Source: an optimization exercise on an open RTL-to-GDS flow (aim: small area and a short achievable clock period). Production flows keep margins and buffers that such runs may drop.
Function was checked by simulation only, so behaviour that the tests miss may differ from the original.
In this run the design's own scripts or RTL, not TritonCTS, make the clock network.
No driver is modelled on the clock port, so clock power and skew are understated where the tree is cut down; a real chip needs a root buffer or a tree.
Power and IR drop assume default switching activity.

<file path="flow/design.v">
module BC_FIR(
    input  [12:0] in,
    input         clock_s,
    output [12:0] out
);
    reg [11:0] d0;
    reg [11:0] d1;
    reg [11:0] d2;
    reg [11:0] d3;
    reg [11:0] d4;
    reg [11:0] d5;
    reg [11:0] d6;
    reg [11:0] d7;
    reg [11:0] d8;
    reg [11:0] d9;
    reg [11:0] d10;
    reg [11:0] d11;
    reg [11:0] d12;
    reg [11:0] d13;
    reg [11:0] d14;
    reg [11:0] d15;
    reg [11:0] d16;
    reg [11:0] d17;
    reg [11:0] d18;
    reg [11:0] d19;
    reg [11:0] d20;
    reg [11:0] d21;
    reg [11:0] d22;
    reg [11:0] d23;
    reg [11:0] d24;
    reg [11:0] d25;
    reg [11:0] d26;
    reg [11:0] d27;
    reg [11:0] d28;
    reg [11:0] d29;
    reg pl3_0;
    reg pl3_1;
    reg pl3_2;
    reg pl3_3;
    reg pl3_4;
    reg pl3_5;
    reg pl3_6;
    reg r3_0;
    reg r3_1;
    reg r3_2;
    reg r3_3;
    reg r3_4;
    reg r3_5;
    reg r3_6;
    reg r3_7;
    reg r3_8;
    reg r3_9;
    reg r3_10;
    reg r3_11;
    reg r3_12;
    reg r3_13;
    reg pl1_0;
    reg pl1_1;
    reg pl1_2;
    reg pl1_3;
    reg pl1_4;
    reg pl1_5;
    reg pl1_6;
    reg r2_0;
    reg r2_1;
    reg r2_2;
    reg r2_3;
    reg r2_4;
    reg r2_5;
    reg r2_6;
    reg r2_7;
    reg r2_8;
    reg r2_9;
    reg r2_10;
    reg r2_11;
    reg r2_12;
    reg r2_13;
    reg pl0_0;
    reg pl0_1;
    reg pl0_2;
    reg pl0_3;
    reg pl0_4;
    reg pl0_5;
    reg pl0_6;
    reg pl0_7;
    reg pl0_8;
    reg pl2_0;
    reg pl2_1;
    reg pl2_2;
    reg pl2_3;
    reg pl2_4;
    reg r1_0;
    reg r1_1;
    reg r1_2;
    reg r1_3;
    reg r1_4;
    reg r1_5;
    reg r1_6;
    reg r1_7;
    reg r1_8;
    reg r1_9;
    reg r1_10;
    reg r1_11;
    reg r1_12;
    reg r1_13;
    reg r1_14;
    reg r1_15;
    reg r1_16;
    reg [12:0] y;
    wire w1;
    wire w2;
    wire w3;
    wire w4;
    wire w5;
    wire w6;
    wire w7;
    wire w8;
    wire w9;
    wire w10;
    wire w11;
    wire w12;
    wire w13;
    wire w14;
    wire w15;
    wire w16;
    wire w17;
    wire w18;
    wire w19;
    wire w20;
    wire w21;
    wire w22;
    wire w23;
    wire w24;
    wire w25;
    wire w26;
    wire w27;
    wire w28;
    wire w29;
    wire w30;
    wire w31;
    wire w32;
    wire w33;
    wire w34;
    wire w35;
    wire w36;
    wire w37;
    wire w38;
    wire w39;
    wire w40;
    wire w41;
    wire w42;
    wire w43;
    wire w44;
    wire w45;
    wire w46;
    wire w47;
    wire w48;
    wire w49;
    wire w50;
    wire w51;
    wire w52;
    wire w53;
    wire w54;
    wire w55;
    wire w56;
    wire w57;
    wire w58;
    wire w59;
    wire w60;
    wire w61;
    wire w62;
    wire w63;
    wire w64;
    wire w65;
    wire w66;
    wire w67;
    wire w68;
    wire w69;
    wire w70;
    wire w71;
    wire w72;
    wire w73;
    wire w74;
    wire w75;
    wire w76;
    wire w77;
    wire w78;
    wire w79;
    wire w80;
    wire w81;
    wire w82;
    wire w83;
    wire w84;
    wire w85;
    wire w86;
    wire w87;
    wire w88;
    wire w89;
    wire w90;
    wire w91;
    wire w92;
    wire w93;
    wire w94;
    wire w95;
    wire w96;
    wire w97;
    wire w98;
    wire w99;
    wire w100;
    wire w101;
    wire w102;
    wire w103;
    wire w104;
    wire w105;
    wire w106;
    wire w107;
    wire w108;
    wire w109;
    wire w110;
    wire w111;
    wire w112;
    wire w113;
    wire w114;
    wire w115;
    wire w116;
    wire w117;
    wire w118;
    wire w119;
    wire w120;
    wire w121;
    wire w122;
    wire w123;
    wire w124;
    wire w125;
    wire w126;
    wire w127;
    wire w128;
    wire w129;
    wire w130;
    wire w131;
    wire w132;
    wire w133;
    wire w134;
    wire w135;
    wire w136;
    wire w137;
    wire w138;
    wire w139;
    wire w140;
    wire w141;
    wire w142;
    wire w143;
    wire w144;
    wire w145;
    wire w146;
    wire w147;
    wire w148;
    wire w149;
    wire w150;
    wire w151;
    wire w152;
    wire w153;
    wire w154;
    wire w155;
    wire w156;
    wire w157;
    wire w158;
    wire w159;
    wire w160;
    wire w161;
    wire w162;
    wire w163;
    wire w164;
    wire w165;
    wire w166;
    wire w167;
    wire w168;
    wire w169;
    wire w170;
    wire w171;
    wire w172;
    wire w173;
    wire w174;
    wire w175;
    wire w176;
    wire w177;
    wire w178;
    wire w179;
    wire w180;
    wire w181;
    wire w182;
    wire w183;
    wire w184;
    wire w185;
    wire w186;
    wire w187;
    wire w188;
    wire w189;
    wire w190;
    wire w191;
    wire w192;
    wire w193;
    wire w194;
    wire w195;
    wire w196;
    wire w197;
    wire w198;
    wire w199;
    wire w200;
    wire w201;
    wire w202;
    wire w203;
    wire w204;
    wire w205;
    wire w206;
    wire w207;
    wire w208;
    wire w209;
    wire w210;
    wire w211;
    wire w212;
    wire w213;
    wire w214;
    wire w215;
    wire w216;
    wire w217;
    wire w218;
    wire w219;
    wire w220;
    wire w221;
    wire w222;
    wire w223;
    wire w224;
    wire w225;
    wire w226;
    wire w227;
    wire w228;
    wire w229;
    wire w230;
    wire w231;
    wire w232;
    wire w233;
    wire w234;
    wire w235;
    wire w236;
    wire w237;
    wire w238;
    wire w239;
    wire w240;
    wire w241;
    wire w242;
    wire w243;
    wire w244;
    wire w245;
    wire w246;
    wire w247;
    wire w248;
    wire w249;
    wire w250;
    wire w251;
    wire w252;
    wire w253;
    wire w254;
    wire w255;
    wire w256;
    wire w257;
    wire w258;
    wire w259;
    wire w260;
    wire w261;
    wire w262;
    wire w263;
    wire w264;
    wire w265;
    wire w266;
    wire w267;
    wire w268;
    wire w269;
    wire w270;
    wire w271;
    wire w272;
    wire w273;
    wire w274;
    wire w275;
    wire w276;
    wire w277;
    wire w278;
    wire w279;
    wire w280;
    wire w281;
    wire w282;
    wire w283;
    wire w284;
    wire w285;
    wire w286;
    wire w287;
    wire w288;
    wire w289;
    wire w290;
    wire w291;
    wire w292;
    wire w293;
    wire w294;
    wire w295;
    wire w296;
    wire w297;
    wire w298;
    wire w299;
    wire w300;
    wire w301;
    wire w302;
    wire w303;
    wire w304;
    wire w305;
    wire w306;
    wire w307;
    wire w308;
    wire w309;
    wire w310;
    wire w311;
    wire w312;
    wire w313;
    wire w314;
    wire w315;
    wire w316;
    wire w317;
    wire w318;
    wire w319;
    wire w320;
    wire w321;
    wire w322;
    wire w323;
    wire w324;
    wire w325;
    wire w326;
    wire w327;
    wire w328;
    wire w329;
    wire w330;
    wire w331;
    wire w332;
    wire w333;
    wire w334;
    wire w335;
    wire w336;
    wire w337;
    wire w338;
    wire w339;
    wire w340;
    wire w341;
    wire w342;
    wire w343;
    wire w344;
    wire w345;
    wire w346;
    wire w347;
    wire w348;
    wire w349;
    wire w350;
    wire w351;
    wire w352;
    wire w353;
    wire w354;
    wire w355;
    wire w356;
    wire w357;
    wire w358;
    wire w359;
    wire w360;
    wire w361;
    wire w362;
    wire w363;
    wire w364;
    wire w365;
    wire w366;
    wire w367;
    wire w368;
    wire w369;
    wire w370;
    wire w371;
    wire w372;
    wire w373;
    wire w374;
    wire w375;
    wire w376;
    wire w377;
    wire w378;
    wire w379;
    wire w380;
    wire w381;
    wire w382;
    wire w383;
    wire w384;
    wire w385;
    wire w386;
    wire w387;
    wire w388;
    wire w389;
    wire w390;
    wire w391;
    wire w392;
    wire w393;
    wire w394;
    wire w395;
    wire w396;
    wire w397;
    wire w398;
    wire w399;
    wire w400;
    wire w401;
    wire w402;
    wire w403;
    wire w404;
    wire w405;
    wire w406;
    wire w407;
    wire w408;
    wire w409;
    wire w410;
    wire w411;
    wire w412;
    wire w413;
    wire w414;
    wire w415;
    wire w416;
    wire w417;
    wire w418;
    wire w419;
    wire w420;
    wire w421;
    wire w422;
    wire w423;
    wire w424;
    wire w425;
    wire w426;
    wire w427;
    wire w428;
    wire w429;
    wire w430;
    wire w431;
    wire w432;
    wire w433;
    wire w434;
    wire w435;
    wire w436;
    wire w437;
    wire w438;
    wire w439;
    wire w440;
    wire w441;
    wire w442;
    wire w443;
    wire w444;
    wire w445;
    wire w446;
    wire w447;
    wire w448;
    wire w449;
    wire w450;
    wire w451;
    wire w452;
    wire w453;
    wire w454;
    wire w455;
    wire w456;
    wire w457;
    wire w458;
    wire w459;
    wire w460;
    wire w461;
    wire w462;
    wire w463;
    wire w464;
    wire w465;
    wire w466;
    wire w467;
    wire w468;
    wire w469;
    wire w470;
    wire w471;
    wire w472;
    wire w473;
    wire w474;
    wire w475;
    wire w476;
    wire w477;
    wire w478;
    wire w479;
    wire w480;
    wire w481;
    wire w482;
    wire w483;
    wire w484;
    wire w485;
    wire w486;
    wire w487;
    wire w488;
    wire w489;
    wire w490;
    wire w491;
    wire w492;
    wire w493;
    wire w494;
    wire w495;
    wire w496;
    wire w497;
    wire w498;
    wire w499;
    wire w500;
    assign w1 = ~d15[0];
    assign w2 = ~d15[1];
    ha1 u1 (.a(d0[0]), .b(d28[0]), .s(w3), .co(w4));
    fa1 u2 (.a(d28[1]), .b(d0[1]), .c(w4), .s(w5), .co(w6));
    fa1 u3 (.a(d28[2]), .b(d0[2]), .c(w6), .s(w7), .co(w8));
    fa1 u4 (.a(d28[3]), .b(d0[3]), .c(w8), .s(w9), .co(w10));
    fa1 u5 (.a(d28[4]), .b(d0[4]), .c(w10), .s(w11), .co(w12));
    fa1 u6 (.a(d28[5]), .b(d0[5]), .c(w12), .s(w13), .co(w14));
    fa1 u7 (.a(d1[6]), .b(d29[6]), .c(pl3_6), .s(w15), .co(w16));
    fa1 u8 (.a(d1[7]), .b(d29[7]), .c(w16), .s(w17), .co(w18));
    fa1 u9 (.a(d1[8]), .b(d29[8]), .c(w18), .s(w19), .co(w20));
    fa1 u10 (.a(d1[9]), .b(d29[9]), .c(w20), .s(w21), .co(w22));
    fa1 u11 (.a(d1[10]), .b(d29[10]), .c(w22), .s(w23), .co(w24));
    fa1 u12 (.a(d1[11]), .b(d29[11]), .c(w24), .s(w25), .co(w26));
    ha1 u13 (.a(pl3_0), .b(pl3_2), .s(w27), .co(w28));
    fa1 u14 (.a(pl3_1), .b(pl3_3), .c(w28), .s(w29), .co(w30));
    fa1 u15 (.a(pl3_0), .b(pl3_2), .c(pl3_4), .s(w31), .co(w32));
    ha1 u16 (.a(w31), .b(w30), .s(w33), .co(w34));
    fa1 u17 (.a(pl3_1), .b(pl3_3), .c(pl3_5), .s(w35), .co(w36));
    fa1 u18 (.a(w32), .b(w35), .c(w34), .s(w37), .co(w38));
    fa1 u19 (.a(pl3_2), .b(pl3_4), .c(w36), .s(w39), .co(w40));
    fa1 u20 (.a(w15), .b(w39), .c(w38), .s(w41), .co(w42));
    fa1 u21 (.a(pl3_3), .b(pl3_5), .c(w40), .s(w43), .co(w44));
    fa1 u22 (.a(w17), .b(w43), .c(w42), .s(w45), .co(w46));
    fa1 u23 (.a(pl3_4), .b(w15), .c(w44), .s(w47), .co(w48));
    fa1 u24 (.a(w19), .b(w47), .c(w46), .s(w49), .co(w50));
    fa1 u25 (.a(pl3_5), .b(w17), .c(w48), .s(w51), .co(w52));
    fa1 u26 (.a(w21), .b(w51), .c(w50), .s(w53), .co(w54));
    fa1 u27 (.a(w15), .b(w19), .c(w52), .s(w55), .co(w56));
    fa1 u28 (.a(w23), .b(w55), .c(w54), .s(w57), .co(w58));
    fa1 u29 (.a(w1), .b(w17), .c(w21), .s(w59), .co(w60));
    fa1 u30 (.a(w59), .b(w56), .c(w25), .s(w61), .co(w62));
    x2 u31 (.a(w2), .b(pl3_0), .y(w63));
    x2 u32 (.a(w63), .b(w19), .y(w64));
    x2 u33 (.a(w64), .b(w23), .y(w65));
    x2 u34 (.a(w60), .b(w65), .y(w66));
    x2 u35 (.a(w26), .b(w66), .y(w67));
    x2 u36 (.a(w67), .b(w62), .y(w68));
    ha1 u37 (.a(d13[0]), .b(d17[0]), .s(w69), .co(w70));
    fa1 u38 (.a(d13[1]), .b(d17[1]), .c(w70), .s(w71), .co(w72));
    fa1 u39 (.a(d13[2]), .b(d17[2]), .c(w72), .s(w73), .co(w74));
    fa1 u40 (.a(d13[3]), .b(d17[3]), .c(w74), .s(w75), .co(w76));
    fa1 u41 (.a(d13[4]), .b(d17[4]), .c(w76), .s(w77), .co(w78));
    fa1 u42 (.a(d13[5]), .b(d17[5]), .c(w78), .s(w79), .co(w80));
    fa1 u43 (.a(d14[6]), .b(d18[6]), .c(pl1_6), .s(w81), .co(w82));
    fa1 u44 (.a(d14[7]), .b(d18[7]), .c(w82), .s(w83), .co(w84));
    fa1 u45 (.a(d14[8]), .b(d18[8]), .c(w84), .s(w85), .co(w86));
    fa1 u46 (.a(d14[9]), .b(d18[9]), .c(w86), .s(w87), .co(w88));
    fa1 u47 (.a(d14[10]), .b(d18[10]), .c(w88), .s(w89), .co(w90));
    fa1 u48 (.a(d14[11]), .b(d18[11]), .c(w90), .s(w91), .co(w92));
    assign w93 = ~pl1_0;
    assign w94 = ~pl1_1;
    assign w95 = ~pl1_2;
    fa1 u49 (.a(r3_0), .b(d16[0]), .c(pl1_0), .s(w96), .co(w97));
    fa1 u50 (.a(r3_1), .b(d16[0]), .c(d16[1]), .s(w98), .co(w99));
    fa1 u51 (.a(pl1_1), .b(w97), .c(w98), .s(w100), .co(w101));
    fa1 u52 (.a(r3_2), .b(d16[1]), .c(d16[2]), .s(w102), .co(w103));
    fa1 u53 (.a(pl1_2), .b(w99), .c(w102), .s(w104), .co(w105));
    ha1 u54 (.a(w101), .b(w104), .s(w106), .co(w107));
    fa1 u55 (.a(r3_3), .b(d16[2]), .c(d16[3]), .s(w108), .co(w109));
    fa1 u56 (.a(pl1_3), .b(w103), .c(w108), .s(w110), .co(w111));
    fa1 u57 (.a(w105), .b(w110), .c(w107), .s(w112), .co(w113));
    fa1 u58 (.a(r3_4), .b(d16[3]), .c(d16[4]), .s(w114), .co(w115));
    fa1 u59 (.a(pl1_0), .b(pl1_4), .c(w109), .s(w116), .co(w117));
    fa1 u60 (.a(w114), .b(w111), .c(w116), .s(w118), .co(w119));
    ha1 u61 (.a(w118), .b(w113), .s(w120), .co(w121));
    fa1 u62 (.a(r3_5), .b(d16[4]), .c(d16[5]), .s(w122), .co(w123));
    fa1 u63 (.a(pl1_1), .b(pl1_5), .c(w115), .s(w124), .co(w125));
    fa1 u64 (.a(w122), .b(w117), .c(w124), .s(w126), .co(w127));
    fa1 u65 (.a(w119), .b(w126), .c(w121), .s(w128), .co(w129));
    fa1 u66 (.a(r3_6), .b(d16[5]), .c(d16[6]), .s(w130), .co(w131));
    fa1 u67 (.a(pl1_0), .b(pl1_2), .c(w123), .s(w132), .co(w133));
    fa1 u68 (.a(w130), .b(w81), .c(w125), .s(w134), .co(w135));
    fa1 u69 (.a(w132), .b(w127), .c(w134), .s(w136), .co(w137));
    ha1 u70 (.a(w136), .b(w129), .s(w138), .co(w139));
    fa1 u71 (.a(r3_7), .b(d16[6]), .c(d16[7]), .s(w140), .co(w141));
    fa1 u72 (.a(pl1_1), .b(pl1_3), .c(w131), .s(w142), .co(w143));
    fa1 u73 (.a(w140), .b(w133), .c(w142), .s(w144), .co(w145));
    fa1 u74 (.a(w83), .b(w135), .c(w144), .s(w146), .co(w147));
    fa1 u75 (.a(w137), .b(w146), .c(w139), .s(w148), .co(w149));
    fa1 u76 (.a(r3_8), .b(d16[7]), .c(d16[8]), .s(w150), .co(w151));
    fa1 u77 (.a(pl1_2), .b(pl1_4), .c(w141), .s(w152), .co(w153));
    fa1 u78 (.a(w150), .b(w143), .c(w152), .s(w154), .co(w155));
    fa1 u79 (.a(w145), .b(w85), .c(w154), .s(w156), .co(w157));
    fa1 u80 (.a(w147), .b(w156), .c(w149), .s(w158), .co(w159));
    fa1 u81 (.a(r3_9), .b(d16[0]), .c(d16[8]), .s(w160), .co(w161));
    fa1 u82 (.a(d16[9]), .b(pl1_3), .c(pl1_5), .s(w162), .co(w163));
    fa1 u83 (.a(w151), .b(w160), .c(w162), .s(w164), .co(w165));
    fa1 u84 (.a(w153), .b(w164), .c(w155), .s(w166), .co(w167));
    fa1 u85 (.a(w87), .b(w166), .c(w157), .s(w168), .co(w169));
    fa1 u86 (.a(r3_10), .b(d16[1]), .c(d16[9]), .s(w170), .co(w171));
    fa1 u87 (.a(d16[10]), .b(pl1_4), .c(w93), .s(w172), .co(w173));
    fa1 u88 (.a(w161), .b(w163), .c(w170), .s(w174), .co(w175));
    fa1 u89 (.a(w81), .b(w172), .c(w165), .s(w176), .co(w177));
    fa1 u90 (.a(w174), .b(w176), .c(w167), .s(w178), .co(w179));
    fa1 u91 (.a(w89), .b(w178), .c(w169), .s(w180), .co(w181));
    fa1 u92 (.a(r3_11), .b(r3_12), .c(d16[2]), .s(w182), .co(w183));
    fa1 u93 (.a(d16[10]), .b(d16[11]), .c(pl1_5), .s(w184), .co(w185));
    fa1 u94 (.a(w94), .b(w171), .c(w182), .s(w186), .co(w187));
    fa1 u95 (.a(w173), .b(w184), .c(w175), .s(w188), .co(w189));
    fa1 u96 (.a(w186), .b(w83), .c(w177), .s(w190), .co(w191));
    fa1 u97 (.a(w188), .b(w190), .c(w179), .s(w192), .co(w193));
    fa1 u98 (.a(w91), .b(w192), .c(w181), .s(w194), .co(w195));
    x2 u99 (.a(r3_13), .b(d16[3]), .y(w196));
    x2 u100 (.a(d16[11]), .b(w95), .y(w197));
    x2 u101 (.a(w196), .b(w197), .y(w198));
    x2 u102 (.a(w183), .b(w185), .y(w199));
    x2 u103 (.a(w198), .b(w81), .y(w200));
    x2 u104 (.a(w199), .b(w200), .y(w201));
    x2 u105 (.a(w187), .b(w201), .y(w202));
    x2 u106 (.a(w202), .b(w189), .y(w203));
    x2 u107 (.a(w85), .b(w203), .y(w204));
    x2 u108 (.a(w204), .b(w191), .y(w205));
    x2 u109 (.a(w205), .b(w92), .y(w206));
    x2 u110 (.a(w193), .b(w206), .y(w207));
    x2 u111 (.a(w207), .b(w195), .y(w208));
    assign w209 = ~r2_0;
    assign w210 = ~r2_1;
    assign w211 = ~r2_2;
    assign w212 = ~r2_3;
    assign w213 = ~r2_4;
    assign w214 = ~r2_5;
    assign w215 = ~r2_6;
    assign w216 = ~r2_7;
    assign w217 = ~r2_8;
    assign w218 = ~r2_9;
    assign w219 = ~r2_10;
    assign w220 = ~r2_11;
    assign w221 = ~r2_12;
    assign w222 = ~r2_13;
    ha1 u112 (.a(d10[0]), .b(d22[0]), .s(w223), .co(w224));
    fa1 u113 (.a(d10[1]), .b(d22[1]), .c(w224), .s(w225), .co(w226));
    fa1 u114 (.a(d10[2]), .b(d22[2]), .c(w226), .s(w227), .co(w228));
    fa1 u115 (.a(d10[3]), .b(d22[3]), .c(w228), .s(w229), .co(w230));
    fa1 u116 (.a(d10[4]), .b(d22[4]), .c(w230), .s(w231), .co(w232));
    fa1 u117 (.a(d10[5]), .b(d22[5]), .c(w232), .s(w233), .co(w234));
    fa1 u118 (.a(d10[6]), .b(d22[6]), .c(w234), .s(w235), .co(w236));
    fa1 u119 (.a(d10[7]), .b(d22[7]), .c(w236), .s(w237), .co(w238));
    fa1 u120 (.a(d11[8]), .b(d23[8]), .c(pl0_8), .s(w239), .co(w240));
    fa1 u121 (.a(d11[9]), .b(d23[9]), .c(w240), .s(w241), .co(w242));
    fa1 u122 (.a(d11[10]), .b(d23[10]), .c(w242), .s(w243), .co(w244));
    fa1 u123 (.a(d11[11]), .b(d23[11]), .c(w244), .s(w245), .co(w246));
    assign w247 = ~pl0_0;
    assign w248 = ~pl0_1;
    assign w249 = ~pl0_2;
    assign w250 = ~pl0_3;
    assign w251 = ~pl0_4;
    ha1 u124 (.a(d6[0]), .b(d26[0]), .s(w252), .co(w253));
    fa1 u125 (.a(d6[1]), .b(d26[1]), .c(w253), .s(w254), .co(w255));
    fa1 u126 (.a(d6[2]), .b(d26[2]), .c(w255), .s(w256), .co(w257));
    fa1 u127 (.a(d6[3]), .b(d26[3]), .c(w257), .s(w258), .co(w259));
    fa1 u128 (.a(d7[4]), .b(d27[4]), .c(pl2_4), .s(w260), .co(w261));
    fa1 u129 (.a(d7[5]), .b(d27[5]), .c(w261), .s(w262), .co(w263));
    fa1 u130 (.a(d7[6]), .b(d27[6]), .c(w263), .s(w264), .co(w265));
    fa1 u131 (.a(d7[7]), .b(d27[7]), .c(w265), .s(w266), .co(w267));
    fa1 u132 (.a(d7[8]), .b(d27[8]), .c(w267), .s(w268), .co(w269));
    fa1 u133 (.a(d7[9]), .b(d27[9]), .c(w269), .s(w270), .co(w271));
    fa1 u134 (.a(d7[10]), .b(d27[10]), .c(w271), .s(w272), .co(w273));
    fa1 u135 (.a(d7[11]), .b(d27[11]), .c(w273), .s(w274), .co(w275));
    assign w276 = ~pl2_0;
    assign w277 = ~pl2_1;
    assign w278 = ~pl2_2;
    assign w279 = ~pl2_3;
    assign w280 = ~w260;
    assign w281 = ~w262;
    assign w282 = ~w264;
    assign w283 = ~w266;
    assign w284 = ~w268;
    assign w285 = ~w270;
    assign w286 = ~w272;
    assign w287 = ~w274;
    ha1 u136 (.a(w209), .b(pl0_0), .s(w288), .co(w289));
    fa1 u137 (.a(w210), .b(w276), .c(pl0_0), .s(w290), .co(w291));
    fa1 u138 (.a(pl0_1), .b(w289), .c(w290), .s(w292), .co(w293));
    fa1 u139 (.a(w211), .b(w277), .c(pl0_1), .s(w294), .co(w295));
    fa1 u140 (.a(pl0_2), .b(w291), .c(w294), .s(w296), .co(w297));
    ha1 u141 (.a(w293), .b(w296), .s(w298), .co(w299));
    fa1 u142 (.a(w212), .b(w278), .c(pl0_2), .s(w300), .co(w301));
    fa1 u143 (.a(pl0_3), .b(w295), .c(w300), .s(w302), .co(w303));
    fa1 u144 (.a(w297), .b(w302), .c(w299), .s(w304), .co(w305));
    fa1 u145 (.a(w213), .b(pl2_0), .c(w279), .s(w306), .co(w307));
    fa1 u146 (.a(pl0_0), .b(pl0_3), .c(pl0_4), .s(w308), .co(w309));
    fa1 u147 (.a(w301), .b(w306), .c(w308), .s(w310), .co(w311));
    fa1 u148 (.a(w303), .b(w310), .c(w305), .s(w312), .co(w313));
    fa1 u149 (.a(w214), .b(pl2_1), .c(pl0_1), .s(w314), .co(w315));
    fa1 u150 (.a(pl0_4), .b(pl0_5), .c(w307), .s(w316), .co(w317));
    fa1 u151 (.a(w309), .b(w314), .c(w280), .s(w318), .co(w319));
    fa1 u152 (.a(w316), .b(w311), .c(w318), .s(w320), .co(w321));
    ha1 u153 (.a(w320), .b(w313), .s(w322), .co(w323));
    fa1 u154 (.a(w215), .b(pl2_0), .c(pl2_2), .s(w324), .co(w325));
    fa1 u155 (.a(pl0_2), .b(pl0_5), .c(pl0_6), .s(w326), .co(w327));
    fa1 u156 (.a(w315), .b(w324), .c(w326), .s(w328), .co(w329));
    fa1 u157 (.a(w317), .b(w281), .c(w319), .s(w330), .co(w331));
    fa1 u158 (.a(w328), .b(w321), .c(w330), .s(w332), .co(w333));
    ha1 u159 (.a(w332), .b(w323), .s(w334), .co(w335));
    fa1 u160 (.a(w216), .b(pl2_1), .c(pl2_3), .s(w336), .co(w337));
    fa1 u161 (.a(pl0_3), .b(pl0_6), .c(pl0_7), .s(w338), .co(w339));
    fa1 u162 (.a(w325), .b(w336), .c(w327), .s(w340), .co(w341));
    fa1 u163 (.a(w338), .b(w329), .c(w340), .s(w342), .co(w343));
    fa1 u164 (.a(w282), .b(w331), .c(w342), .s(w344), .co(w345));
    fa1 u165 (.a(w333), .b(w344), .c(w335), .s(w346), .co(w347));
    fa1 u166 (.a(w217), .b(pl2_2), .c(pl0_4), .s(w348), .co(w349));
    fa1 u167 (.a(pl0_7), .b(w247), .c(w337), .s(w350), .co(w351));
    fa1 u168 (.a(w260), .b(w339), .c(w348), .s(w352), .co(w353));
    fa1 u169 (.a(w239), .b(w350), .c(w341), .s(w354), .co(w355));
    fa1 u170 (.a(w352), .b(w354), .c(w343), .s(w356), .co(w357));
    fa1 u171 (.a(w283), .b(w345), .c(w356), .s(w358), .co(w359));
    ha1 u172 (.a(w358), .b(w347), .s(w360), .co(w361));
    fa1 u173 (.a(w218), .b(w219), .c(pl2_3), .s(w362), .co(w363));
    fa1 u174 (.a(pl0_5), .b(w248), .c(w362), .s(w364), .co(w365));
    fa1 u175 (.a(w349), .b(w239), .c(w351), .s(w366), .co(w367));
    fa1 u176 (.a(w262), .b(w364), .c(w353), .s(w368), .co(w369));
    fa1 u177 (.a(w241), .b(w366), .c(w355), .s(w370), .co(w371));
    fa1 u178 (.a(w368), .b(w370), .c(w357), .s(w372), .co(w373));
    fa1 u179 (.a(w284), .b(w359), .c(w372), .s(w374), .co(w375));
    fa1 u180 (.a(w220), .b(pl0_6), .c(w249), .s(w376), .co(w377));
    fa1 u181 (.a(w363), .b(w260), .c(w376), .s(w378), .co(w379));
    fa1 u182 (.a(w365), .b(w241), .c(w378), .s(w380), .co(w381));
    fa1 u183 (.a(w367), .b(w264), .c(w369), .s(w382), .co(w383));
    fa1 u184 (.a(w243), .b(w380), .c(w371), .s(w384), .co(w385));
    fa1 u185 (.a(w382), .b(w384), .c(w373), .s(w386), .co(w387));
    fa1 u186 (.a(w285), .b(w386), .c(w375), .s(w388), .co(w389));
    fa1 u187 (.a(w221), .b(pl0_7), .c(w250), .s(w390), .co(w391));
    fa1 u188 (.a(w377), .b(w390), .c(w262), .s(w392), .co(w393));
    fa1 u189 (.a(w379), .b(w392), .c(w243), .s(w394), .co(w395));
    fa1 u190 (.a(w381), .b(w266), .c(w383), .s(w396), .co(w397));
    fa1 u191 (.a(w245), .b(w394), .c(w385), .s(w398), .co(w399));
    fa1 u192 (.a(w396), .b(w398), .c(w387), .s(w400), .co(w401));
    x2 u193 (.a(w222), .b(pl0_0), .y(w402));
    x2 u194 (.a(w251), .b(w402), .y(w403));
    x2 u195 (.a(w403), .b(w391), .y(w404));
    x2 u196 (.a(w239), .b(w404), .y(w405));
    x2 u197 (.a(w405), .b(w264), .y(w406));
    x2 u198 (.a(w393), .b(w406), .y(w407));
    x2 u199 (.a(w407), .b(w246), .y(w408));
    x2 u200 (.a(w245), .b(w395), .y(w409));
    x2 u201 (.a(w408), .b(w409), .y(w410));
    x2 u202 (.a(w268), .b(w397), .y(w411));
    x2 u203 (.a(w410), .b(w411), .y(w412));
    x2 u204 (.a(w399), .b(w412), .y(w413));
    x2 u205 (.a(w413), .b(w401), .y(w414));
    xn1 u206 (.a(r1_0), .b(d0[0]), .y(w415));
    or1 u207 (.a(r1_0), .b(d0[0]), .y(w416));
    xn1 u208 (.a(r1_1), .b(d0[0]), .y(w417));
    or1 u209 (.a(r1_1), .b(d0[0]), .y(w418));
    fa1 u210 (.a(d0[1]), .b(w416), .c(w417), .s(w419), .co(w420));
    fa1 u211 (.a(r1_2), .b(d0[1]), .c(d0[2]), .s(w421), .co(w422));
    fa1 u212 (.a(w418), .b(w421), .c(w420), .s(w423), .co(w424));
    fa1 u213 (.a(r1_3), .b(d0[2]), .c(d0[3]), .s(w425), .co(w426));
    fa1 u214 (.a(w422), .b(w425), .c(w424), .s(w427), .co(w428));
    fa1 u215 (.a(r1_4), .b(d0[3]), .c(d0[4]), .s(w429), .co(w430));
    fa1 u216 (.a(w426), .b(w429), .c(w428), .s(w431), .co(w432));
    fa1 u217 (.a(r1_5), .b(d0[4]), .c(d0[5]), .s(w433), .co(w434));
    fa1 u218 (.a(w430), .b(w433), .c(w432), .s(w435), .co(w436));
    fa1 u219 (.a(r1_6), .b(d0[5]), .c(d0[6]), .s(w437), .co(w438));
    ha1 u220 (.a(w434), .b(w437), .s(w439), .co(w440));
    fa1 u221 (.a(r1_7), .b(d0[6]), .c(d0[7]), .s(w441), .co(w442));
    fa1 u222 (.a(w438), .b(w441), .c(w440), .s(w443), .co(w444));
    xn1 u223 (.a(r1_8), .b(d0[7]), .y(w445));
    or1 u224 (.a(r1_8), .b(d0[7]), .y(w446));
    fa1 u225 (.a(d0[8]), .b(w445), .c(w442), .s(w447), .co(w448));
    xn1 u226 (.a(r1_9), .b(r1_10), .y(w449));
    or1 u227 (.a(r1_9), .b(r1_10), .y(w450));
    fa1 u228 (.a(d0[8]), .b(d0[9]), .c(w449), .s(w451), .co(w452));
    fa1 u229 (.a(w446), .b(w451), .c(w448), .s(w453), .co(w454));
    fa1 u230 (.a(r1_11), .b(d0[9]), .c(d0[10]), .s(w455), .co(w456));
    fa1 u231 (.a(w450), .b(w452), .c(w455), .s(w457), .co(w458));
    fa1 u232 (.a(r1_12), .b(r1_13), .c(r1_14), .s(w459), .co(w460));
    fa1 u233 (.a(d0[10]), .b(d0[11]), .c(w459), .s(w461), .co(w462));
    fa1 u234 (.a(w456), .b(w461), .c(w458), .s(w463), .co(w464));
    assign w465 = ~r1_15;
    x2 u235 (.a(r1_16), .b(w465), .y(w466));
    x2 u236 (.a(d0[11]), .b(w466), .y(w467));
    x2 u237 (.a(w460), .b(w467), .y(w468));
    x2 u238 (.a(w468), .b(w462), .y(w469));
    ha1 u239 (.a(w439), .b(w436), .s(w470), .co(w471));
    ha1 u240 (.a(w447), .b(w444), .s(w472), .co(w473));
    ha1 u241 (.a(w457), .b(w454), .s(w474), .co(w475));
    x2 u242 (.a(w469), .b(w464), .y(w476));
    an1 u243 (.a(w427), .b(w423), .y(w477));
    an1 u244 (.a(w435), .b(w431), .y(w478));
    an1 u245 (.a(w470), .b(w478), .y(w479));
    x2 u246 (.a(w443), .b(w471), .y(w480));
    an1 u247 (.a(w443), .b(w471), .y(w481));
    an1 u248 (.a(w443), .b(w470), .y(w482));
    an1 u249 (.a(w482), .b(w478), .y(w483));
    x2 u250 (.a(w472), .b(w481), .y(w484));
    ao1 u251 (.a(w473), .b(w472), .c(w481), .y(w485));
    x2 u252 (.a(w453), .b(w485), .y(w486));
    an1 u253 (.a(w453), .b(w473), .y(w487));
    an1 u254 (.a(w453), .b(w472), .y(w488));
    ao1 u255 (.a(w487), .b(w488), .c(w481), .y(w489));
    x2 u256 (.a(w474), .b(w489), .y(w490));
    ao1 u257 (.a(w475), .b(w474), .c(w487), .y(w491));
    an1 u258 (.a(w474), .b(w488), .y(w492));
    ao1 u259 (.a(w491), .b(w492), .c(w481), .y(w493));
    x2 u260 (.a(w463), .b(w493), .y(w494));
    an1 u261 (.a(w463), .b(w475), .y(w495));
    an1 u262 (.a(w463), .b(w474), .y(w496));
    ao1 u263 (.a(w495), .b(w496), .c(w487), .y(w497));
    an1 u264 (.a(w496), .b(w488), .y(w498));
    ao1 u265 (.a(w497), .b(w498), .c(w481), .y(w499));
    x2 u266 (.a(w476), .b(w499), .y(w500));
    wire [12:0] ysum = {w500, w494, w490, w486, w484, w480, w470, w435, w431, w427, w423, w419, w415};
    always @(posedge clock_s) begin
        d0 <= in[11:0];
        d1 <= d0;
        d2 <= d1;
        d3 <= d2;
        d4 <= d3;
        d5 <= d4;
        d6 <= d5;
        d7 <= d6;
        d8 <= d7;
        d9 <= d8;
        d10 <= d9;
        d11 <= d10;
        d12 <= d11;
        d13 <= d12;
        d14 <= d13;
        d15 <= d14;
        d16 <= d15;
        d17 <= d16;
        d18 <= d17;
        d19 <= d18;
        d20 <= d19;
        d21 <= d20;
        d22 <= d21;
        d23 <= d22;
        d24 <= d23;
        d25 <= d24;
        d26 <= d25;
        d27 <= d26;
        d28 <= d27;
        d29 <= d28;
        pl3_0 <= w3;
        pl3_1 <= w5;
        pl3_2 <= w7;
        pl3_3 <= w9;
        pl3_4 <= w11;
        pl3_5 <= w13;
        pl3_6 <= w14;
        r3_0 <= pl3_0;
        r3_1 <= pl3_1;
        r3_2 <= w27;
        r3_3 <= w29;
        r3_4 <= w33;
        r3_5 <= w37;
        r3_6 <= w41;
        r3_7 <= w45;
        r3_8 <= w49;
        r3_9 <= w53;
        r3_10 <= w57;
        r3_11 <= w61;
        r3_12 <= w58;
        r3_13 <= w68;
        pl1_0 <= w69;
        pl1_1 <= w71;
        pl1_2 <= w73;
        pl1_3 <= w75;
        pl1_4 <= w77;
        pl1_5 <= w79;
        pl1_6 <= w80;
        r2_0 <= w96;
        r2_1 <= w100;
        r2_2 <= w106;
        r2_3 <= w112;
        r2_4 <= w120;
        r2_5 <= w128;
        r2_6 <= w138;
        r2_7 <= w148;
        r2_8 <= w158;
        r2_9 <= w168;
        r2_10 <= w159;
        r2_11 <= w180;
        r2_12 <= w194;
        r2_13 <= w208;
        pl0_0 <= w223;
        pl0_1 <= w225;
        pl0_2 <= w227;
        pl0_3 <= w229;
        pl0_4 <= w231;
        pl0_5 <= w233;
        pl0_6 <= w235;
        pl0_7 <= w237;
        pl0_8 <= w238;
        pl2_0 <= w252;
        pl2_1 <= w254;
        pl2_2 <= w256;
        pl2_3 <= w258;
        pl2_4 <= w259;
        r1_0 <= w288;
        r1_1 <= w292;
        r1_2 <= w298;
        r1_3 <= w304;
        r1_4 <= w312;
        r1_5 <= w322;
        r1_6 <= w334;
        r1_7 <= w346;
        r1_8 <= w360;
        r1_9 <= w374;
        r1_10 <= w361;
        r1_11 <= w388;
        r1_12 <= w286;
        r1_13 <= w400;
        r1_14 <= w389;
        r1_15 <= w414;
        r1_16 <= w287;
        y <= ysum;
    end
    assign out = y;
endmodule
module fa1(input a, input b, input c, output s, output co);
    assign {co, s} = a + b + c;
endmodule
module ha1(input a, input b, output s, output co);
    assign {co, s} = a + b;
endmodule
module xn1(input a, input b, output y);
    assign y = ~(a ^ b);
endmodule
module or1(input a, input b, output y);
    assign y = a | b;
endmodule
module x2(input a, input b, output y);
    assign y = a ^ b;
endmodule
module ao1(input a, input b, input c, output y);
    assign y = a | (b & c);
endmodule
module an1(input a, input b, output y);
    assign y = a & b;
endmodule
</file>
<file path="flow/flow/run.sh">
#!/bin/bash
# Standard ORFS layout (the standard.sh) with two changes:
#  - port buffers made from sky130_fd_sc_hd__buf_2 instead of the default delay-buffer cell;
#  - the clock tree built by flow/cts_hook.tcl (PRE_CTS hook): a balanced two-level
#    buffer tree in place of TritonCTS's deeper tree.
# All tool output goes to standard_flow.log here and to the ORFS logs under orfs/logs.
set -euo pipefail
bash standard.sh "BUFFER_PORTS_ARGS=-buffer_cell sky130_fd_sc_hd__buf_2" \
  "PRE_CTS_TCL=$PWD/flow/cts_hook.tcl" \
  finish > standard_flow.log 2>&1
</file>
<file path="flow/flow/cts_hook.tcl">
# PRE_CTS hook: builds a two-level clock tree by hand, then makes the flow's
# clock_tree_synthesis call a no-op.
#   clock_s -> NROOT root buffers (clkbuf_16) -> NLEAF leaf buffers (clkbuf_8)
#   -> flip-flop clock pins.
# Flip-flops are split into NLEAF balanced clusters (k-means); each leaf buffer
# sits at its cluster's centre, each root buffer at the centre of its leaves.
# Every flip-flop sees the same two buffer levels.
set ::mct_nleaf 24
set ::mct_nroot 4
set ::mct_leaf sky130_fd_sc_hd__clkbuf_8
set ::mct_root sky130_fd_sc_hd__clkbuf_16

proc mct_kmeans {pts k seed} {
  # balanced k-means (greedy capacity-limited assignment); returns {centres assignment}
  set n [llength $pts]
  set cap [expr {int(ceil(double($n) / $k * 1.15))}]
  expr {srand($seed)}
  set best_cost 1e30
  set best {}
  for {set trial 0} {$trial < 8} {incr trial} {
    # initial centres: random distinct points
    set idx {}
    while {[llength $idx] < $k} {
      set r [expr {int(rand() * $n)}]
      if {[lsearch $idx $r] < 0} { lappend idx $r }
    }
    set cent {}
    foreach i $idx { lappend cent [lindex $pts $i] }
    for {set it 0} {$it < 25} {incr it} {
      set pairs {}
      for {set i 0} {$i < $n} {incr i} {
        lassign [lindex $pts $i] x y
        for {set c 0} {$c < $k} {incr c} {
          lassign [lindex $cent $c] cx cy
          lappend pairs [list [expr {abs($x - $cx) + abs($y - $cy)}] $i $c]
        }
      }
      set pairs [lsort -real -index 0 $pairs]
      set asg [lrepeat $n -1]
      set cnt [lrepeat $k 0]
      foreach p $pairs {
        lassign $p d i c
        if {[lindex $asg $i] < 0 && [lindex $cnt $c] < $cap} {
          lset asg $i $c
          lset cnt $c [expr {[lindex $cnt $c] + 1}]
        }
      }
      set sx [lrepeat $k 0.0]; set sy [lrepeat $k 0.0]
      for {set i 0} {$i < $n} {incr i} {
        set c [lindex $asg $i]
        lassign [lindex $pts $i] x y
        lset sx $c [expr {[lindex $sx $c] + $x}]
        lset sy $c [expr {[lindex $sy $c] + $y}]
      }
      set newc {}
      for {set c 0} {$c < $k} {incr c} {
        set m [lindex $cnt $c]
        if {$m > 0} {
          lappend newc [list [expr {[lindex $sx $c] / $m}] [expr {[lindex $sy $c] / $m}]]
        } else {
          lappend newc [lindex $cent $c]
        }
      }
      set cent $newc
    }
    set cost 0.0
    for {set i 0} {$i < $n} {incr i} {
      lassign [lindex $pts $i] x y
      lassign [lindex $cent [lindex $asg $i]] cx cy
      set cost [expr {$cost + abs($x - $cx) + abs($y - $cy)}]
    }
    if {$cost < $best_cost} {
      set best_cost $cost
      set best [list $cent $asg]
    }
  }
  return $best
}

proc mct_build {} {
  set block [ord::get_db_block]
  set db [ord::get_db]
  set clk [$block findNet clock_s]
  set sinks {}
  set pts {}
  foreach it [$clk getITerms] {
    set inst [$it getInst]
    set bb [$inst getBBox]
    lappend sinks $it
    lappend pts [list [expr {([$bb xMin] + [$bb xMax]) / 2}] [expr {([$bb yMin] + [$bb yMax]) / 2}]]
  }
  puts "manual clock tree: [llength $sinks] clock sinks"
  lassign [mct_kmeans $pts $::mct_nleaf 1] lcent lasg
  lassign [mct_kmeans $lcent $::mct_nroot 2] rcent rasg
  set rootm [$db findMaster $::mct_root]
  set leafm [$db findMaster $::mct_leaf]
  set rnets {}
  for {set r 0} {$r < $::mct_nroot} {incr r} {
    set net [odb::dbNet_create $block clknet_root_$r]
    $net setSigType CLOCK
    set inst [odb::dbInst_create $block $rootm clkbuf_root_$r]
    [$inst findITerm A] connect $clk
    [$inst findITerm X] connect $net
    lassign [lindex $rcent $r] x y
    $inst setLocation [expr {int($x)}] [expr {int($y)}]
    $inst setPlacementStatus PLACED
    lappend rnets $net
  }
  set lnets {}
  for {set l 0} {$l < $::mct_nleaf} {incr l} {
    set net [odb::dbNet_create $block clknet_leaf_$l]
    $net setSigType CLOCK
    set inst [odb::dbInst_create $block $leafm clkbuf_leaf_$l]
    [$inst findITerm A] connect [lindex $rnets [lindex $rasg $l]]
    [$inst findITerm X] connect $net
    lassign [lindex $lcent $l] x y
    $inst setLocation [expr {int($x)}] [expr {int($y)}]
    $inst setPlacementStatus PLACED
    lappend lnets $net
  }
  for {set i 0} {$i < [llength $sinks]} {incr i} {
    set it [lindex $sinks $i]
    $it disconnect
    $it connect [lindex $lnets [lindex $lasg $i]]
  }
  puts "manual clock tree: $::mct_nroot root and $::mct_nleaf leaf buffers"
}

mct_build
rename clock_tree_synthesis mct_unused_clock_tree_synthesis
proc clock_tree_synthesis {args} {
  puts "clock_tree_synthesis skipped: the clock tree was built by the PRE_CTS hook"
}
</file>
<file path="flow/standard.sh">
#!/bin/bash
# synth_recipe.tcl (not shown) runs the flow's synth.tcl, then flattens the netlist and writes it again
# the make line also repeats each setting of config.mk as NAME=value (left out here)
make -C /OpenROAD-flow-scripts/flow DESIGN_CONFIG=/design/flow/config.mk WORK_HOME=/design/flow/orfs CLKGATE_MAP_FILE= SYNTH_SCRIPT=/design/flow/synth_recipe.tcl "${@:-finish}"
</file>
<file path="flow/config.mk">
export PLATFORM = sky130hd
export DESIGN_NAME = BC_FIR
export DESIGN_NICKNAME = BC_FIR
export VERILOG_FILES = /design/flow/design.v
export SDC_FILE = /design/flow/constraint.sdc
export NUM_CORES = 4
export LEC_CHECK = 0
export CAP_MARGIN = 20
export CORE_MARGIN = 2
export CORE_UTILIZATION = 65
export PLACE_DENSITY = 0.75
export SLEW_MARGIN = 20
export SYNTH_HIERARCHICAL = 1
export SYNTH_MINIMUM_KEEP_SIZE = 0
</file>
<file path="flow/constraint.sdc">
create_clock -name core_clock -period 16.0 [get_ports {clock_s}]
set_input_delay 3.2000 -clock core_clock [delete_from_list [all_inputs] [get_ports {clock_s}]]
set_output_delay 3.2000 -clock core_clock [all_outputs]
set_load 0.01 [all_outputs]
</file>
==> notes.md <==
- The residual antenna-violating net count after detailed routing is 0.
- The total global routing overflow is 0.
- The peak supply drop is around 0.00018 V.
- The detailed router placed about 4900 vias in this run.
- Across all hold checks on the routed design, the worst slack comes to roughly 300 ps.
- From left edge to right edge, the die measures between 100 and 150 um.
- The vertical extent of the die is 147 um.
- The number of distinct library cells after synthesis is 9.
- The number of antenna diodes is 0.
- The initial antenna violation count is 0.
- The total DRC errors in the routed layout is 0.
- The areal power density over the cells is about 230 nW/um2.
- The later pin in the worst-skew pair is clocked with a latency of between 300 and 400 ps.
- Cell internal power was estimated by the tool at roughly 2200 uW.
- Counting flops and latches in the post-synthesis netlist gives 440.
- Dividing the detail-routed via count by the number of cells gives 4.65.
- The run finished with no timing, DRC or antenna violations.
- Once the clock tree was built, the setup fixing pass inserted 0 buffers.
- On the final layout, the worst clock skew is about 47 ps.
- The headroom to the max-slew limit is roughly three quarters.
- The core region is 20200 um2.
- The final layout net count is roughly 1000.
- The DRC violation total after the first TritonRoute iteration is ~150.
- Of all nets on the critical path, the largest fanout is 1.
- The hold violation total from the final report was 0.
- The initial standard-cell utilization of the core is approximately two thirds.
- The largest net degree at the start of global routing is 23.
- Summing every instance area after synthesis gives 13300 um2.
- Setup repair after global routing left no endpoint under its margin.
- The worst setup path is launched from a flip-flop.
- After technology mapping, the gate count stands at about 740.
- The portion of total power attributed to the clock network is 14.1%.
- At the end of routability-driven placement, the weighted congestion stood at just over 0.8.
- The combinational cell fraction of total power is between 40% and 50%.
- The worst setup path is of the reg -> out kind.
- The ratio of cells with drive above 1 in the final layout is approximately 6.7%.
- The number of flip-flops in the largest register is 13.
- The initialized floorplan defines 52 standard-cell rows.
- The number of slew-limit violations in the final report is 0.
- Once the clock tree was built, the resizer swapped 0 gates to a different size.
- The delay contributed by the slowest stage of the critical path is 320 ps.
- The kind of cell with the highest combined delay along the critical path is flip-flops.
- The via count of the first global-routing pass is just under 6000.
- The number of buffer and inverter instances along the worst setup path is 1.
- For this design the top-level I/O count stands at 27.
- The synthesized area divided by synthesized cell count is around 18 um2.
- The clock slew seen by the registers of the worst setup and hold paths is approximately 110 ps.
- The post-route fraction of the period consumed by the critical path is 24.8%.
- The final layout contains routed wiring with a total length of ~19 mm.
- Adding up every negative setup slack in the final design gives 0 ps.
- The proportion of synthesized chip area in sequential cells is around 66%.
- The largest register by flop count is y.
- The worst path needs 3970 ps of the cycle, external delays included.
- The detailed-router iteration count before antenna repair is 4.
- In the final routed layout, each cell accounts on average for 17.7 um.
- Summed over all cells, the static leakage comes to 0.00597 uW.
- The layout has approximately 1300 filler cells.
- The power spent charging and discharging nets is roughly 1100 uW.
- For this run, the number of Yosys warnings is 7.
- The first global-routing pass estimated 31.5 mm of wire.
- The critical path capture point type is an output pin.
- The floorplan step defined a die boundary enclosing 21600 um2.
- Compared with the post-synthesis result, the final layout area differs by 6.73%.
- The signal on the critical path passes through buf_2.
- In this run the tool buffered the top-level ports with 25 buffer cells.
- In this run switching power makes up about a third of total power.
- Counting every net in the synthesized netlist gives 949.
- STA puts the critical path data arrival time at between 700 and 800 ps.
- Buffers inserted to repair hold after CTS numbered 0.
- For the worst setup path, the data required time is approximately 13000 ps.
- The transition time at the pin with the least slew margin is roughly 400 ps.
- The kind of path behind the tightest hold check is reg -> reg.
- Max-cap violations in this run came to 0.
- Sequential cells account for between 40% and 50% of the total power.
- Derived from the worst setup path, the maximum achievable clock frequency is between 0.2 and 0.3 GHz.
- Setup violations remaining at the end of the flow were counted as 0.
- The total half-perimeter wirelength after legalization and detailed placement is around 15 mm.
- The overall routing resource usage is between 10% and 20%.
- The slowest stage of the critical path is the dfxtp_1 cell.
==> area by class of cell <==
type                    instances  area, um2  area share [%]
plain buffers                  28        430            3.04
inverters                      37        139           0.980
multi-input cells             261       4330            30.6
flip-flops and latches        440       8810            62.1
well taps                     270        338            2.38
repair buffers                 25        125           0.883
==> per-module statistics from Yosys, one instance, submodules excluded, a selection <==
module  flops+latches  times used
or1                 0           4
x2                  0          43
xn1                 0           4
ha1                 0          18
an1                 0           7
fa1                 0         179
BC_FIR            440           1
==> power by group through the flow <==
stage	logic, uW	clock network (uW)	registers, uW
finish	1460	463	1360
detailed placement	1500	0	1390
global placement	1450	0	1380
floorplan	1060	0	1370
CTS	1520	368	1390
global route	1710	514	1380
==> metal layers <==
metal | track usage, % | vias up | wire length [um]
li1 | - | 2317 | -
met1 | 27.1 | 2546 | 8290
met2 | 32.9 | 49 | 9650
met3 | 2.17 | 26 | 587
met4 | 2.60 | 0 | 265
met5 | 0 | - | 0
==> final timing paths <==
path | startpoint | end | slack [ps] | cells past startpoint
min | d8[1] | d9[1] | 300 | 0
min reg2reg | d8[1] | d9[1] | 300 | 0
max | y[4] | out[4] | 12030 | 1
max reg2reg | d7[4] | r1_16 | 12130 | 9
==> cells by family (layout without fill, tap and decap cells) <==
group	Yosys count	after routing	share of synthesized area, %
adders and majority gates	197	197	28.7
buffers and inverters	37	90	1.05
DFF	440	440	66.3
xor gates and xnor gates	47	47	3.10
AOI/OAI and AO/OA	6	6	0.339
and+or+nand+nor	11	11	0.518
==> placed cells by master (no fill, tap or decap) <==
| master | n |
|---|---|
| dfxtp_1 | 440 |
| fa_1 | 179 |
| xor2_1 | 43 |
| inv_1 | 37 |
| buf_2 | 25 |
| clkbuf_8 | 24 |
| ha_1 | 18 |
| and2_1 | 7 |
| a21o_1 | 6 |
| xnor2_1 | 4 |
| or2_1 | 4 |
| clkbuf_16 | 4 |
==> synthesized netlist by cell type (all sizes together) <==
library cell / instances / area share, %
dfxtp: 440 / 66
fa: 179 / 27
xor2: 43 / 2.8
inv: 37 / 1.0
ha: 18 / 1.7
and2: 7 / 0.33
a21o: 6 / 0.34
or2: 4 / 0.19
xnor2: 4 / 0.26
==> stage by stage <==
| step | util, % | power [uW] | std cells | worst slack, ps | area, um2 |
|---|---|---|---|---|---|
| floorplan | - | 2430 | 738 | 12380 | 13300 |
| global placement | 68.1 | 2840 | 1033 | 12150 | 13700 |
| finish | 70.3 | 3280 | 1061 | 12030 | 14200 |
| global route | 70.3 | 3600 | 1061 | 11990 | 14200 |
| CTS | 70.3 | 3280 | 1061 | 12130 | 14200 |
| detailed placement | 68.1 | 2880 | 1033 | 12150 | 13700 |

[separate check: timing with driven ports]
No port has a modelled driver above. Below, the same layout with a new extraction and two added sets of constraints. Step 1 (the two cells are an assumption about what drives the block):
set clk [get_ports {clock_s}]
set_driving_cell -lib_cell sky130_fd_sc_hd__clkbuf_16 $clk
set_driving_cell -lib_cell sky130_fd_sc_hd__buf_2 [delete_from_list [all_inputs] $clk]
Step 2 also shifts input and output timing later by t, the mid clock arrival at the registers, as if the neighbouring blocks saw the same clock. a / b / c = ideal / step 1 / step 2; a / b = the first two.
shift t [ns]: 0.413
setup slack, ns: 12.032 / 11.931 / 12.132
hold slack, ns: 0.300 / 0.300 / 0.300
latest minus earliest clock arrival (ns): 0.047 / 0.047
pins driven straight from the clock port: 4
After both steps this run still meets setup and hold. For this run, drivers alone change the setup slack by -0.101 ns; drivers and shift together by +0.100 ns.
